Source: an optimization exercise on an open RTL-to-GDS flow (aim: small area and a short achievable clock period). Production flows keep margins and buffers that such runs may drop. Function was checked by simulation only, so behaviour that the tests miss may differ from the original. Power figures rest on the tool's default switching activity, not on a simulated workload.

## flow/config.mk

```make
export PLATFORM = sky130hd
export DESIGN_NAME = fir_filter
export DESIGN_NICKNAME = fir_filter
export VERILOG_FILES = /design/flow/design.v
export SDC_FILE = /design/flow/constraint.sdc
export NUM_CORES = 4
export LEC_CHECK = 0
export CAP_MARGIN = 20
export CORE_MARGIN = 2
export CORE_UTILIZATION = 40
export SETUP_SLACK_MARGIN = 0.2
export SLEW_MARGIN = 20
export SYNTH_MEMORY_MAX_BITS = 65536
```

## flow/constraint.sdc

```tcl
create_clock -name core_clock -period 13.5 [get_ports {clk}]
set_input_delay 2.7000 -clock core_clock [delete_from_list [all_inputs] [get_ports {clk}]]
set_output_delay 2.7000 -clock core_clock [all_outputs]
set_load 0.01 [all_outputs]
```

## flow/design.v

```verilog
module counter (
    input clk,
    input rst,
    input clk_enable,
    output phase,
    output reg [5:0] age,
    output reg [6:0] since,
    output reg [5:0] filled
);
  reg [5:0] tap_count;
  assign phase = clk_enable && (tap_count == 6'd0);
  always @(posedge clk, posedge rst) begin
    if (rst) begin
      tap_count <= 6'd0;
      since     <= 7'd127;
      filled    <= 6'd0;
    end else begin
      if (clk_enable) tap_count <= tap_count + 6'd1;
      if (phase) since <= 7'd1;
      else if (since != 7'd127) since <= since + 7'd1;
      if (phase && filled != 6'd63) filled <= filled + 6'd1;
    end
  end
  always @(posedge clk) begin
    age <= phase ? age : age - 6'd1;
  end
endmodule
module coeff_rom (
    input  [2:0] filter_sel,
    input  [5:0] age,
    output reg signed [13:0] coeff
);
  always @(*) begin
    case ({filter_sel, age})
      9'd0: coeff = 14'sd0;
      9'd1: coeff = -14'sd41;
      9'd2: coeff = -14'sd53;
      9'd3: coeff = -14'sd72;
      9'd4: coeff = -14'sd87;
      9'd5: coeff = -14'sd89;
      9'd6: coeff = -14'sd73;
      9'd7: coeff = -14'sd31;
      9'd8: coeff = 14'sd38;
      9'd9: coeff = 14'sd131;
      9'd10: coeff = 14'sd235;
      9'd11: coeff = 14'sd330;
      9'd12: coeff = 14'sd391;
      9'd13: coeff = 14'sd391;
      9'd14: coeff = 14'sd306;
      9'd15: coeff = 14'sd125;
      9'd16: coeff = -14'sd145;
      9'd17: coeff = -14'sd479;
      9'd18: coeff = -14'sd827;
      9'd19: coeff = -14'sd1127;
      9'd20: coeff = -14'sd1301;
      9'd21: coeff = -14'sd1275;
      9'd22: coeff = -14'sd989;
      9'd23: coeff = -14'sd405;
      9'd24: coeff = 14'sd477;
      9'd25: coeff = 14'sd1621;
      9'd26: coeff = 14'sd2949;
      9'd27: coeff = 14'sd4351;
      9'd28: coeff = 14'sd5698;
      9'd29: coeff = 14'sd6857;
      9'd30: coeff = 14'sd7707;
      9'd31: coeff = 14'sd8156;
      9'd32: coeff = 14'sd8156;
      9'd33: coeff = 14'sd7707;
      9'd34: coeff = 14'sd6857;
      9'd35: coeff = 14'sd5698;
      9'd36: coeff = 14'sd4351;
      9'd37: coeff = 14'sd2949;
      9'd38: coeff = 14'sd1621;
      9'd39: coeff = 14'sd477;
      9'd40: coeff = -14'sd405;
      9'd41: coeff = -14'sd989;
      9'd42: coeff = -14'sd1275;
      9'd43: coeff = -14'sd1301;
      9'd44: coeff = -14'sd1127;
      9'd45: coeff = -14'sd827;
      9'd46: coeff = -14'sd479;
      9'd47: coeff = -14'sd145;
      9'd48: coeff = 14'sd125;
      9'd49: coeff = 14'sd306;
      9'd50: coeff = 14'sd391;
      9'd51: coeff = 14'sd391;
      9'd52: coeff = 14'sd330;
      9'd53: coeff = 14'sd235;
      9'd54: coeff = 14'sd131;
      9'd55: coeff = 14'sd38;
      9'd56: coeff = -14'sd31;
      9'd57: coeff = -14'sd73;
      9'd58: coeff = -14'sd89;
      9'd59: coeff = -14'sd87;
      9'd60: coeff = -14'sd72;
      9'd61: coeff = -14'sd53;
      9'd62: coeff = -14'sd31;
      9'd63: coeff = -14'sd10;
      9'd64: coeff = 14'sd0;
      9'd65: coeff = -14'sd31;
      9'd66: coeff = -14'sd6;
      9'd67: coeff = 14'sd44;
      9'd68: coeff = 14'sd120;
      9'd69: coeff = 14'sd188;
      9'd70: coeff = 14'sd194;
      9'd71: coeff = 14'sd92;
      9'd72: coeff = -14'sd112;
      9'd73: coeff = -14'sd347;
      9'd74: coeff = -14'sd495;
      9'd75: coeff = -14'sd458;
      9'd76: coeff = -14'sd238;
      9'd77: coeff = 14'sd43;
      9'd78: coeff = 14'sd202;
      9'd79: coeff = 14'sd120;
      9'd80: coeff = -14'sd139;
      9'd81: coeff = -14'sd316;
      9'd82: coeff = -14'sd92;
      9'd83: coeff = 14'sd685;
      9'd84: coeff = 14'sd1804;
      9'd85: coeff = 14'sd2685;
      9'd86: coeff = 14'sd2627;
      9'd87: coeff = 14'sd1197;
      9'd88: coeff = -14'sd1410;
      9'd89: coeff = -14'sd4305;
      9'd90: coeff = -14'sd6208;
      9'd91: coeff = -14'sd6033;
      9'd92: coeff = -14'sd3466;
      9'd93: coeff = 14'sd760;
      9'd94: coeff = 14'sd5096;
      9'd95: coeff = 14'sd7822;
      9'd96: coeff = 14'sd7822;
      9'd97: coeff = 14'sd5096;
      9'd98: coeff = 14'sd760;
      9'd99: coeff = -14'sd3466;
      9'd100: coeff = -14'sd6033;
      9'd101: coeff = -14'sd6208;
      9'd102: coeff = -14'sd4305;
      9'd103: coeff = -14'sd1410;
      9'd104: coeff = 14'sd1197;
      9'd105: coeff = 14'sd2627;
      9'd106: coeff = 14'sd2685;
      9'd107: coeff = 14'sd1804;
      9'd108: coeff = 14'sd685;
      9'd109: coeff = -14'sd92;
      9'd110: coeff = -14'sd316;
      9'd111: coeff = -14'sd139;
      9'd112: coeff = 14'sd120;
      9'd113: coeff = 14'sd202;
      9'd114: coeff = 14'sd43;
      9'd115: coeff = -14'sd238;
      9'd116: coeff = -14'sd458;
      9'd117: coeff = -14'sd495;
      9'd118: coeff = -14'sd347;
      9'd119: coeff = -14'sd112;
      9'd120: coeff = 14'sd92;
      9'd121: coeff = 14'sd194;
      9'd122: coeff = 14'sd188;
      9'd123: coeff = 14'sd120;
      9'd124: coeff = 14'sd44;
      9'd125: coeff = -14'sd6;
      9'd126: coeff = -14'sd21;
      9'd127: coeff = -14'sd10;
      9'd128: coeff = 14'sd0;
      9'd129: coeff = -14'sd12;
      9'd130: coeff = 14'sd46;
      9'd131: coeff = 14'sd89;
      9'd132: coeff = 14'sd40;
      9'd133: coeff = -14'sd120;
      9'd134: coeff = -14'sd249;
      9'd135: coeff = -14'sd150;
      9'd136: coeff = 14'sd182;
      9'd137: coeff = 14'sd447;
      9'd138: coeff = 14'sd315;
      9'd139: coeff = -14'sd151;
      9'd140: coeff = -14'sd483;
      9'd141: coeff = -14'sd341;
      9'd142: coeff = 14'sd31;
      9'd143: coeff = 14'sd111;
      9'd144: coeff = -14'sd128;
      9'd145: coeff = -14'sd49;
      9'd146: coeff = 14'sd723;
      9'd147: coeff = 14'sd1391;
      9'd148: coeff = 14'sd594;
      9'd149: coeff = -14'sd1712;
      9'd150: coeff = -14'sd3382;
      9'd151: coeff = -14'sd1944;
      9'd152: coeff = 14'sd2289;
      9'd153: coeff = 14'sd5542;
      9'd154: coeff = 14'sd3958;
      9'd155: coeff = -14'sd1986;
      9'd156: coeff = -14'sd7036;
      9'd157: coeff = -14'sd5995;
      9'd158: coeff = 14'sd787;
      9'd159: coeff = 14'sd7209;
      9'd160: coeff = 14'sd7209;
      9'd161: coeff = 14'sd787;
      9'd162: coeff = -14'sd5995;
      9'd163: coeff = -14'sd7036;
      9'd164: coeff = -14'sd1986;
      9'd165: coeff = 14'sd3958;
      9'd166: coeff = 14'sd5542;
      9'd167: coeff = 14'sd2289;
      9'd168: coeff = -14'sd1944;
      9'd169: coeff = -14'sd3382;
      9'd170: coeff = -14'sd1712;
      9'd171: coeff = 14'sd594;
      9'd172: coeff = 14'sd1391;
      9'd173: coeff = 14'sd723;
      9'd174: coeff = -14'sd49;
      9'd175: coeff = -14'sd128;
      9'd176: coeff = 14'sd111;
      9'd177: coeff = 14'sd31;
      9'd178: coeff = -14'sd341;
      9'd179: coeff = -14'sd483;
      9'd180: coeff = -14'sd151;
      9'd181: coeff = 14'sd315;
      9'd182: coeff = 14'sd447;
      9'd183: coeff = 14'sd182;
      9'd184: coeff = -14'sd150;
      9'd185: coeff = -14'sd249;
      9'd186: coeff = -14'sd120;
      9'd187: coeff = 14'sd40;
      9'd188: coeff = 14'sd89;
      9'd189: coeff = 14'sd46;
      9'd190: coeff = -14'sd3;
      9'd191: coeff = -14'sd9;
      9'd192: coeff = 14'sd0;
      9'd193: coeff = 14'sd7;
      9'd194: coeff = 14'sd57;
      9'd195: coeff = -14'sd9;
      9'd196: coeff = -14'sd136;
      9'd197: coeff = -14'sd55;
      9'd198: coeff = 14'sd221;
      9'd199: coeff = 14'sd202;
      9'd200: coeff = -14'sd245;
      9'd201: coeff = -14'sd396;
      9'd202: coeff = 14'sd144;
      9'd203: coeff = 14'sd517;
      9'd204: coeff = 14'sd49;
      9'd205: coeff = -14'sd423;
      9'd206: coeff = -14'sd150;
      9'd207: coeff = 14'sd97;
      9'd208: coeff = -14'sd112;
      9'd209: coeff = 14'sd235;
      9'd210: coeff = 14'sd896;
      9'd211: coeff = -14'sd142;
      9'd212: coeff = -14'sd2035;
      9'd213: coeff = -14'sd783;
      9'd214: coeff = 14'sd2997;
      9'd215: coeff = 14'sd2617;
      9'd216: coeff = -14'sd3081;
      9'd217: coeff = -14'sd4912;
      9'd218: coeff = 14'sd1811;
      9'd219: coeff = 14'sd6808;
      9'd220: coeff = 14'sd721;
      9'd221: coeff = -14'sd7421;
      9'd222: coeff = -14'sd3787;
      9'd223: coeff = 14'sd6319;
      9'd224: coeff = 14'sd6319;
      9'd225: coeff = -14'sd3787;
      9'd226: coeff = -14'sd7421;
      9'd227: coeff = 14'sd721;
      9'd228: coeff = 14'sd6808;
      9'd229: coeff = 14'sd1811;
      9'd230: coeff = -14'sd4912;
      9'd231: coeff = -14'sd3081;
      9'd232: coeff = 14'sd2617;
      9'd233: coeff = 14'sd2997;
      9'd234: coeff = -14'sd783;
      9'd235: coeff = -14'sd2035;
      9'd236: coeff = -14'sd142;
      9'd237: coeff = 14'sd896;
      9'd238: coeff = 14'sd235;
      9'd239: coeff = -14'sd112;
      9'd240: coeff = 14'sd97;
      9'd241: coeff = -14'sd150;
      9'd242: coeff = -14'sd423;
      9'd243: coeff = 14'sd49;
      9'd244: coeff = 14'sd517;
      9'd245: coeff = 14'sd144;
      9'd246: coeff = -14'sd396;
      9'd247: coeff = -14'sd245;
      9'd248: coeff = 14'sd202;
      9'd249: coeff = 14'sd221;
      9'd250: coeff = -14'sd55;
      9'd251: coeff = -14'sd136;
      9'd252: coeff = -14'sd9;
      9'd253: coeff = 14'sd57;
      9'd254: coeff = 14'sd15;
      9'd255: coeff = -14'sd8;
      9'd256: coeff = 14'sd0;
      9'd257: coeff = 14'sd22;
      9'd258: coeff = 14'sd17;
      9'd259: coeff = -14'sd93;
      9'd260: coeff = 14'sd13;
      9'd261: coeff = 14'sd181;
      9'd262: coeff = -14'sd118;
      9'd263: coeff = -14'sd246;
      9'd264: coeff = 14'sd299;
      9'd265: coeff = 14'sd212;
      9'd266: coeff = -14'sd476;
      9'd267: coeff = -14'sd51;
      9'd268: coeff = 14'sd502;
      9'd269: coeff = -14'sd128;
      9'd270: coeff = -14'sd281;
      9'd271: coeff = 14'sd79;
      9'd272: coeff = -14'sd92;
      9'd273: coeff = 14'sd440;
      9'd274: coeff = 14'sd272;
      9'd275: coeff = -14'sd1447;
      9'd276: coeff = 14'sd200;
      9'd277: coeff = 14'sd2582;
      9'd278: coeff = -14'sd1602;
      9'd279: coeff = -14'sd3188;
      9'd280: coeff = 14'sd3754;
      9'd281: coeff = 14'sd2625;
      9'd282: coeff = -14'sd5970;
      9'd283: coeff = -14'sd670;
      9'd284: coeff = 14'sd7317;
      9'd285: coeff = -14'sd2251;
      9'd286: coeff = -14'sd7084;
      9'd287: coeff = 14'sd5186;
      9'd288: coeff = 14'sd5186;
      9'd289: coeff = -14'sd7084;
      9'd290: coeff = -14'sd2251;
      9'd291: coeff = 14'sd7317;
      9'd292: coeff = -14'sd670;
      9'd293: coeff = -14'sd5970;
      9'd294: coeff = 14'sd2625;
      9'd295: coeff = 14'sd3754;
      9'd296: coeff = -14'sd3188;
      9'd297: coeff = -14'sd1602;
      9'd298: coeff = 14'sd2582;
      9'd299: coeff = 14'sd200;
      9'd300: coeff = -14'sd1447;
      9'd301: coeff = 14'sd272;
      9'd302: coeff = 14'sd440;
      9'd303: coeff = -14'sd92;
      9'd304: coeff = 14'sd79;
      9'd305: coeff = -14'sd281;
      9'd306: coeff = -14'sd128;
      9'd307: coeff = 14'sd502;
      9'd308: coeff = -14'sd51;
      9'd309: coeff = -14'sd476;
      9'd310: coeff = 14'sd212;
      9'd311: coeff = 14'sd299;
      9'd312: coeff = -14'sd246;
      9'd313: coeff = -14'sd118;
      9'd314: coeff = 14'sd181;
      9'd315: coeff = 14'sd13;
      9'd316: coeff = -14'sd93;
      9'd317: coeff = 14'sd17;
      9'd318: coeff = 14'sd29;
      9'd319: coeff = -14'sd7;
      9'd320: coeff = 14'sd0;
      9'd321: coeff = 14'sd28;
      9'd322: coeff = -14'sd38;
      9'd323: coeff = -14'sd27;
      9'd324: coeff = 14'sd130;
      9'd325: coeff = -14'sd146;
      9'd326: coeff = -14'sd25;
      9'd327: coeff = 14'sd280;
      9'd328: coeff = -14'sd341;
      9'd329: coeff = 14'sd44;
      9'd330: coeff = 14'sd384;
      9'd331: coeff = -14'sd497;
      9'd332: coeff = 14'sd147;
      9'd333: coeff = 14'sd280;
      9'd334: coeff = -14'sd317;
      9'd335: coeff = 14'sd59;
      9'd336: coeff = -14'sd69;
      9'd337: coeff = 14'sd496;
      9'd338: coeff = -14'sd594;
      9'd339: coeff = -14'sd422;
      9'd340: coeff = 14'sd1957;
      9'd341: coeff = -14'sd2086;
      9'd342: coeff = -14'sd333;
      9'd343: coeff = 14'sd3638;
      9'd344: coeff = -14'sd4283;
      9'd345: coeff = 14'sd546;
      9'd346: coeff = 14'sd4822;
      9'd347: coeff = -14'sd6546;
      9'd348: coeff = 14'sd2134;
      9'd349: coeff = 14'sd4920;
      9'd350: coeff = -14'sd7994;
      9'd351: coeff = 14'sd3853;
      9'd352: coeff = 14'sd3853;
      9'd353: coeff = -14'sd7994;
      9'd354: coeff = 14'sd4920;
      9'd355: coeff = 14'sd2134;
      9'd356: coeff = -14'sd6546;
      9'd357: coeff = 14'sd4822;
      9'd358: coeff = 14'sd546;
      9'd359: coeff = -14'sd4283;
      9'd360: coeff = 14'sd3638;
      9'd361: coeff = -14'sd333;
      9'd362: coeff = -14'sd2086;
      9'd363: coeff = 14'sd1957;
      9'd364: coeff = -14'sd422;
      9'd365: coeff = -14'sd594;
      9'd366: coeff = 14'sd496;
      9'd367: coeff = -14'sd69;
      9'd368: coeff = 14'sd59;
      9'd369: coeff = -14'sd317;
      9'd370: coeff = 14'sd280;
      9'd371: coeff = 14'sd147;
      9'd372: coeff = -14'sd497;
      9'd373: coeff = 14'sd384;
      9'd374: coeff = 14'sd44;
      9'd375: coeff = -14'sd341;
      9'd376: coeff = 14'sd280;
      9'd377: coeff = -14'sd25;
      9'd378: coeff = -14'sd146;
      9'd379: coeff = 14'sd130;
      9'd380: coeff = -14'sd27;
      9'd381: coeff = -14'sd38;
      9'd382: coeff = 14'sd33;
      9'd383: coeff = -14'sd5;
      9'd384: coeff = 14'sd0;
      9'd385: coeff = 14'sd22;
      9'd386: coeff = -14'sd59;
      9'd387: coeff = 14'sd82;
      9'd388: coeff = -14'sd64;
      9'd389: coeff = -14'sd19;
      9'd390: coeff = 14'sd159;
      9'd391: coeff = -14'sd304;
      9'd392: coeff = 14'sd370;
      9'd393: coeff = -14'sd285;
      9'd394: coeff = 14'sd49;
      9'd395: coeff = 14'sd245;
      9'd396: coeff = -14'sd445;
      9'd397: coeff = 14'sd440;
      9'd398: coeff = -14'sd246;
      9'd399: coeff = 14'sd36;
      9'd400: coeff = -14'sd42;
      9'd401: coeff = 14'sd386;
      9'd402: coeff = -14'sd931;
      9'd403: coeff = 14'sd1282;
      9'd404: coeff = -14'sd964;
      9'd405: coeff = -14'sd264;
      9'd406: coeff = 14'sd2156;
      9'd407: coeff = -14'sd3947;
      9'd408: coeff = 14'sd4647;
      9'd409: coeff = -14'sd3533;
      9'd410: coeff = 14'sd611;
      9'd411: coeff = 14'sd3225;
      9'd412: coeff = -14'sd6484;
      9'd413: coeff = 14'sd7718;
      9'd414: coeff = -14'sd6209;
      9'd415: coeff = 14'sd2373;
      9'd416: coeff = 14'sd2373;
      9'd417: coeff = -14'sd6209;
      9'd418: coeff = 14'sd7718;
      9'd419: coeff = -14'sd6484;
      9'd420: coeff = 14'sd3225;
      9'd421: coeff = 14'sd611;
      9'd422: coeff = -14'sd3533;
      9'd423: coeff = 14'sd4647;
      9'd424: coeff = -14'sd3947;
      9'd425: coeff = 14'sd2156;
      9'd426: coeff = -14'sd264;
      9'd427: coeff = -14'sd964;
      9'd428: coeff = 14'sd1282;
      9'd429: coeff = -14'sd931;
      9'd430: coeff = 14'sd386;
      9'd431: coeff = -14'sd42;
      9'd432: coeff = 14'sd36;
      9'd433: coeff = -14'sd246;
      9'd434: coeff = 14'sd440;
      9'd435: coeff = -14'sd445;
      9'd436: coeff = 14'sd245;
      9'd437: coeff = 14'sd49;
      9'd438: coeff = -14'sd285;
      9'd439: coeff = 14'sd370;
      9'd440: coeff = -14'sd304;
      9'd441: coeff = 14'sd159;
      9'd442: coeff = -14'sd19;
      9'd443: coeff = -14'sd64;
      9'd444: coeff = 14'sd82;
      9'd445: coeff = -14'sd59;
      9'd446: coeff = 14'sd25;
      9'd447: coeff = -14'sd3;
      9'd448: coeff = 14'sd0;
      9'd449: coeff = -14'sd21;
      9'd450: coeff = 14'sd52;
      9'd451: coeff = -14'sd72;
      9'd452: coeff = 14'sd86;
      9'd453: coeff = -14'sd89;
      9'd454: coeff = 14'sd73;
      9'd455: coeff = -14'sd31;
      9'd456: coeff = -14'sd38;
      9'd457: coeff = 14'sd130;
      9'd458: coeff = -14'sd234;
      9'd459: coeff = 14'sd329;
      9'd460: coeff = -14'sd390;
      9'd461: coeff = 14'sd389;
      9'd462: coeff = -14'sd305;
      9'd463: coeff = 14'sd125;
      9'd464: coeff = 14'sd145;
      9'd465: coeff = -14'sd477;
      9'd466: coeff = 14'sd825;
      9'd467: coeff = -14'sd1124;
      9'd468: coeff = 14'sd1297;
      9'd469: coeff = -14'sd1272;
      9'd470: coeff = 14'sd986;
      9'd471: coeff = -14'sd404;
      9'd472: coeff = -14'sd476;
      9'd473: coeff = 14'sd1617;
      9'd474: coeff = -14'sd2941;
      9'd475: coeff = 14'sd4340;
      9'd476: coeff = -14'sd5684;
      9'd477: coeff = 14'sd6839;
      9'd478: coeff = -14'sd7687;
      9'd479: coeff = 14'sd8135;
      9'd480: coeff = -14'sd8135;
      9'd481: coeff = 14'sd7687;
      9'd482: coeff = -14'sd6839;
      9'd483: coeff = 14'sd5684;
      9'd484: coeff = -14'sd4340;
      9'd485: coeff = 14'sd2941;
      9'd486: coeff = -14'sd1617;
      9'd487: coeff = 14'sd476;
      9'd488: coeff = 14'sd404;
      9'd489: coeff = -14'sd986;
      9'd490: coeff = 14'sd1272;
      9'd491: coeff = -14'sd1297;
      9'd492: coeff = 14'sd1124;
      9'd493: coeff = -14'sd825;
      9'd494: coeff = 14'sd477;
      9'd495: coeff = -14'sd145;
      9'd496: coeff = -14'sd125;
      9'd497: coeff = 14'sd305;
      9'd498: coeff = -14'sd389;
      9'd499: coeff = 14'sd390;
      9'd500: coeff = -14'sd329;
      9'd501: coeff = 14'sd234;
      9'd502: coeff = -14'sd130;
      9'd503: coeff = 14'sd38;
      9'd504: coeff = 14'sd31;
      9'd505: coeff = -14'sd73;
      9'd506: coeff = 14'sd89;
      9'd507: coeff = -14'sd86;
      9'd508: coeff = 14'sd72;
      9'd509: coeff = -14'sd52;
      9'd510: coeff = 14'sd31;
      9'd511: coeff = -14'sd10;
      default: coeff = 14'sd0;
    endcase
  end
endmodule
module coeffs (
    input clk,
    input rst,
    input [2:0] filter_sel,
    input [5:0] age,
    input [6:0] since,
    input [5:0] filled,
    output reg signed [13:0] coeff_q
);
  wire signed [13:0] rom_coeff;
  coeff_rom u_coeff_rom (
      .filter_sel(filter_sel),
      .age(age),
      .coeff(rom_coeff)
  );
  wire use_slot = (age <= filled) && (since != 7'd0) && (since <= 7'd64);
  always @(posedge clk, posedge rst) begin
    if (rst) coeff_q <= 14'sd0;
    else coeff_q <= use_slot ? rom_coeff : 14'sd0;
  end
endmodule
module delay_pipeline (
    input clk,
    input phase,
    input [5:0] age,
    input signed [15:0] filter_in,
    output signed [15:0] sample,
    output signed [15:0] sample_q    
);
  reg signed [15:0] newest;
  reg signed [15:0] ring[0:63];
  integer i;
  assign sample = (age == 6'd1) ? newest : ring[0];
  assign sample_q = ring[63];
  always @(posedge clk) begin
    if (phase) newest <= filter_in;
    for (i = 0; i < 63; i = i + 1) ring[i] <= ring[i+1];
    ring[63] <= sample;
  end
endmodule
module compute (
    input clk,
    input rst,
    input phase,
    input [6:0] since,
    input signed [15:0] sample_q,
    input signed [13:0] coeff_q,
    output reg signed [15:0] filter_out
);
  reg signed [29:0] product;
  reg signed [33:0] acc;
  reg signed [15:0] result;
  wire first = (since == 7'd3);
  wire sat_pos = ~acc[33] & acc[32];
  wire sat_neg = acc[33] & ~acc[32];
  wire [15:0] acc_sat = sat_pos ? 16'h7fff : sat_neg ? 16'h8000 : acc[31:16];
  always @(posedge clk, posedge rst) begin
    if (rst) begin
      product <= 30'sd0;
      acc <= 34'sd0;
      result <= 16'sd0;
      filter_out <= 16'sd0;
    end else begin
      product <= sample_q * coeff_q;
      acc <= (first ? 34'sd0 : acc) + {{4{product[29]}}, product};
      if (first) result <= acc_sat;
      if (phase) filter_out <= result;
    end
  end
endmodule
module fir_filter (
    input clk,
    input rst,
    input clk_enable,
    input [2:0] filter_sel,
    input  signed [15:0] filter_in,
    output signed [15:0] filter_out
);
  wire phase;
  wire [5:0] age;
  wire [6:0] since;
  wire [5:0] filled;
  wire signed [15:0] sample, sample_q;
  wire signed [13:0] coeff_q;
  counter u_counter (
      .clk(clk),
      .rst(rst),
      .clk_enable(clk_enable),
      .phase(phase),
      .age(age),
      .since(since),
      .filled(filled)
  );
  delay_pipeline u_delay_pipeline (
      .clk(clk),
      .phase(phase),
      .age(age),
      .filter_in(filter_in),
      .sample(sample),
      .sample_q(sample_q)
  );
  coeffs u_coeffs (
      .clk(clk),
      .rst(rst),
      .filter_sel(filter_sel),
      .age(age),
      .since(since),
      .filled(filled),
      .coeff_q(coeff_q)
  );
  compute u_compute (
      .clk(clk),
      .rst(rst),
      .phase(phase),
      .since(since),
      .sample_q(sample_q),
      .coeff_q(coeff_q),
      .filter_out(filter_out)
  );
endmodule
```

## flow/run.sh

```bash
#!/bin/bash
# synth_recipe.tcl (not shown) runs the flow's synth.tcl, then flattens the netlist and writes it again
# the make line also repeats each setting of config.mk as NAME=value (left out here)
make -C /OpenROAD-flow-scripts/flow DESIGN_CONFIG=/design/flow/config.mk WORK_HOME=/design/flow/orfs CLKGATE_MAP_FILE= SYNTH_SCRIPT=/design/flow/synth_recipe.tcl finish
```

==> run_results.csv <==
group,metric,value,unit
outcome,outcome,"complete, no violations",
grt,grt_max_degree,150,
yosys,dominantRegCellSynth,"dfxtp_1",
die,start_util,40.4,%
yosys,synth_area_per_cell,11.0,sq um
timing,max-slew-margin-rel,14.9,%
clock_tree,h-tree-depth,3,
setup_path,critPathKind,"flop to flop",
clock_tree,clkTransAtPathRegs,0.06,ns
min_path,hold_path.class,"flop to flop",
placement,place_congestion,1.06,
detailed_routing,drtPass1Iterations,6,
placement,post_dp_cell_area,46300,sq um
clock_tree,clk_latency,0.69,ns
final_layout,layout_commonest_cell,"dfxtp_1",
final_layout,stdcell_count,5608,
grt,gr-total-overflow,0,
detailed_routing,wl_met3,13200,um
timing,max_freq,155,MHz
timing,hold_violations,0,
grt,grt_pass1_wl,194000,um
clock_tree,clock_sinks,1175,
final_layout,most-common-layout-cells,"dfxtp_1 (1024), nand2_1 (362), inv_1 (283)",
flow_run,cap_violations,0,
clock_tree,cts_tree,"yes",
power,irDropWorstVdd,0.139,mV
timing,layout_min_cycle_time,6.44,ns
detailed_routing,wl_met1,52900,um
detailed_routing,ant_nets,0,
detailed_routing,drc,0,
die,ios,38,
power,p_leak,21.1,nW
setup_path,start_kind,"flop",
setup_path,cp.arrival,7.03,ns
die,dieArea,115000,sq um
grt,antenna_found_initial,11,
detailed_routing,wl_met2,53700,um
clock_tree,cts_resized,0,
detailed_routing,routedWlPerCell,22.9,um
final_layout,stdcell_area,49800,sq um
die,row_count,122,
timing,worst_pin_slew,1.27,ns
final_layout,fin_nets,4410,
setup_path,end_kind,"flop",
detailed_routing,wl,128000,um
timing,rsz0062_at_grt,"false",
yosys,synthCells,4070,
yosys,synth-seq-area-share,54.5,%
detailed_routing,avgViaCountPerCell,5.47,
yosys,synth.cell_area,44800,sq um
detailed_routing,vias,30700,
grt,grt_use_total,22.3,%
yosys,syn_nets,4452,
timing,setup_ws,7.06,ns
grt,grt_pass1_vias,30300,
detailed_routing,top_layer,"met5",
final_layout,filler_cell_count,10300,
yosys,synth_cell_types,93,
placement,place_inst,5411,
timing,tns,0,ns
setup_path,crit_required,14.09,ns
yosys,synth_edf_count,22,
die,die_h,339,um
timing,fin_crit_sh,47.7,%
detailed_routing,drt_iter0_markers,3510,
clock_tree,cts-root-buf,"clkbuf_16",
placement,place_ws,7.10,ns
final_layout,drive_above_1_share,7.58,%
clock_tree,max-clock-path-buffers,3,
timing,hold_ws,0.282,ns
placement,io_buffers,37,
final_layout,areaGrowthSynthToFinish,11.3,%
power,powerDensity,252,nW/um^2
clock_tree,numCtsBuffers,103,
timing,final_max_slew_viol_count,0,
placement,hpwl,86400,um
yosys,synth_seq_cells,1175,
die,die_w,339,um
yosys,yosysWarnings,6,
setup_path,cp_max_fo,16,
yosys,ys_async_sr_fraction,11.0,%
clock_tree,cts_hold_buf,0,
timing,setup_viol,0,
die,core_area,111000,sq um
clock_tree,cts_setup_buffers,0,
timing,skew,0.0453,ns
[stage by stage]
stage	utilization, %	total power [mW]
floorplan	-	7.43
global placement	41.7	9.37
detailed placement	41.7	9.31
CTS	45.0	12.3
global route	45.0	13.1
finish	45.0	12.5
[power breakdown]
| group | internal (mW) | switching (mW) |
|---|---|---|
| logic | 1.69 | 3.91 |
| clock network | 1.70 | 1.26 |
| registers | 3.75 | 0.233 |
[critical path: stages (launching register included)]
cell	delay [ns]
dfrtp_1	0.59
and2_1	0.27
fa_1	0.53
inv_1	0.05
fa_1	0.47
inv_1	0.05
fa_1	0.50
inv_1	0.05
fa_1	0.53
inv_1	0.05
fa_1	0.47
inv_1	0.06
fa_1	0.47
inv_1	0.04
ha_1	0.37
a21o_1	0.21
a21o_1	0.17
o31a_1	0.26
o21ai_1	0.24
o21ai_0	0.29
a41oi_1	0.34
nor2b_1	0.21
xnor2_1	0.14
[final cells by class]
class / count / area (sq um) / share of cell area (%)
flip-flops and latches: 1175 / 24400 / 49.0
multi-input cells: 2366 / 18100 / 36.3
clock buffers: 145 / 2950 / 5.91
well taps: 1488 / 1860 / 3.74
inverters: 292 / 1100 / 2.21
repair buffers: 90 / 783 / 1.57
clock inverters: 47 / 623 / 1.25
diodes: 5 / 12.5 / 0.0251
[flip-flops by register name, summed over array words and instances (netlist names), 7 cells and up]
name,cells
u_compute.filter_out,16
u_compute.acc,34
u_compute.result,16
u_compute.product,30
u_counter.since,7
u_delay_pipeline.ring,1024
u_coeffs.coeff_q,14
u_delay_pipeline.newest,16
[metal layers]
layer | track usage, % | vias to the layer above
met5 | 0 | -
met4 | 13.0 | 8
met1 | 29.1 | 14800
met2 | 32.9 | 1667
met3 | 6.49 | 536
li1 | - | 13700
[synthesized netlist by cell type (19+ instances only)]
master	number	area, sq um
o211ai_1	45	338
o31ai_1	19	143
nor2_1	170	638
dfxtp_1	1024	20500
o22ai_1	24	150
o21a_1	22	165
and2_1	170	1060
a21oi_1	196	981
buf_4	25	188
nand2_1	362	1360
a31oi_1	52	325
nor3_1	72	360
nand2b_1	43	269
a311oi_1	38	333
inv_1	285	1070
dfrtp_1	122	3050
ha_1	140	1750
o311ai_0	25	219
nor2b_1	27	169
buf_2	77	385
fa_1	220	4400
nand3_1	69	345
edfxtp_1	22	661
o21ai_0	223	1120
clkbuf_1	116	435
a211oi_1	54	405
a21o_1	39	293
xnor2_1	61	534
[final timing paths]
kind,from,end,slack [ns],cells after the start
setup / recovery,u_coeffs.coeff_q[2]$_DFF_PP0_,u_compute.product[26]$_DFF_PP0_,7.06,22
hold / removal,u_delay_pipeline.ring[51][14]$_DFF_P_,u_delay_pipeline.ring[50][14]$_DFF_P_,0.28,0
setup reg to reg,u_coeffs.coeff_q[2]$_DFF_PP0_,u_compute.product[26]$_DFF_PP0_,7.06,22
hold reg to reg,u_delay_pipeline.ring[51][14]$_DFF_P_,u_delay_pipeline.ring[50][14]$_DFF_P_,0.28,0
max in group asynchronous,rst,u_compute.acc[11]$_DFF_PP0_,9.62,3
min in group asynchronous,rst,u_compute.acc[30]$_DFF_PP0_,2.55,2
[kinds of logic (layout without fill, tap and decap cells)]
logic type,Yosys count,count (layout),share of synthesized area (%)
AO/OA/AOI/OAI,887,887,13.0
XOR/XNOR,77,77,1.51
adder cells (fa/ha/maj),361,361,13.8
buffers and inverters,529,574,5.07
flip-flops,1175,1175,54.5
multiplexers,43,43,1.52
other,0,5,0
AND/OR/NAND/NOR,998,998,10.7

[what the ideal ports hide]
The results above use ideal ports. As a check the final layout listed here was re-extracted and re-timed, cells and wires unchanged.
Step 1 assumes that a clkbuf_16 drives the clock port and a buf_2 every other input.
Step 2 moves the port delays by t, midway between the first and last clock arrival at a register: inputs arrive t later, outputs are due t later. That takes back most of the time a late clock gives input paths.
a / b / c = no drivers / after step 1 / after step 2; a / b = the first two.
shift t [ns]: 0.726
setup slack, ns: 7.059 / 7.059 / 7.059
clock arrival spread, ns: 0.051 / 0.052
slew at the worst register clock pin (ns): 0.07 / 0.07
worst data-port slew with drivers (ns): 0.11
After both steps this run still meets setup and hold. The setup slack of this run moves by 0.000 ns with the drivers and by 0.000 ns with both steps.
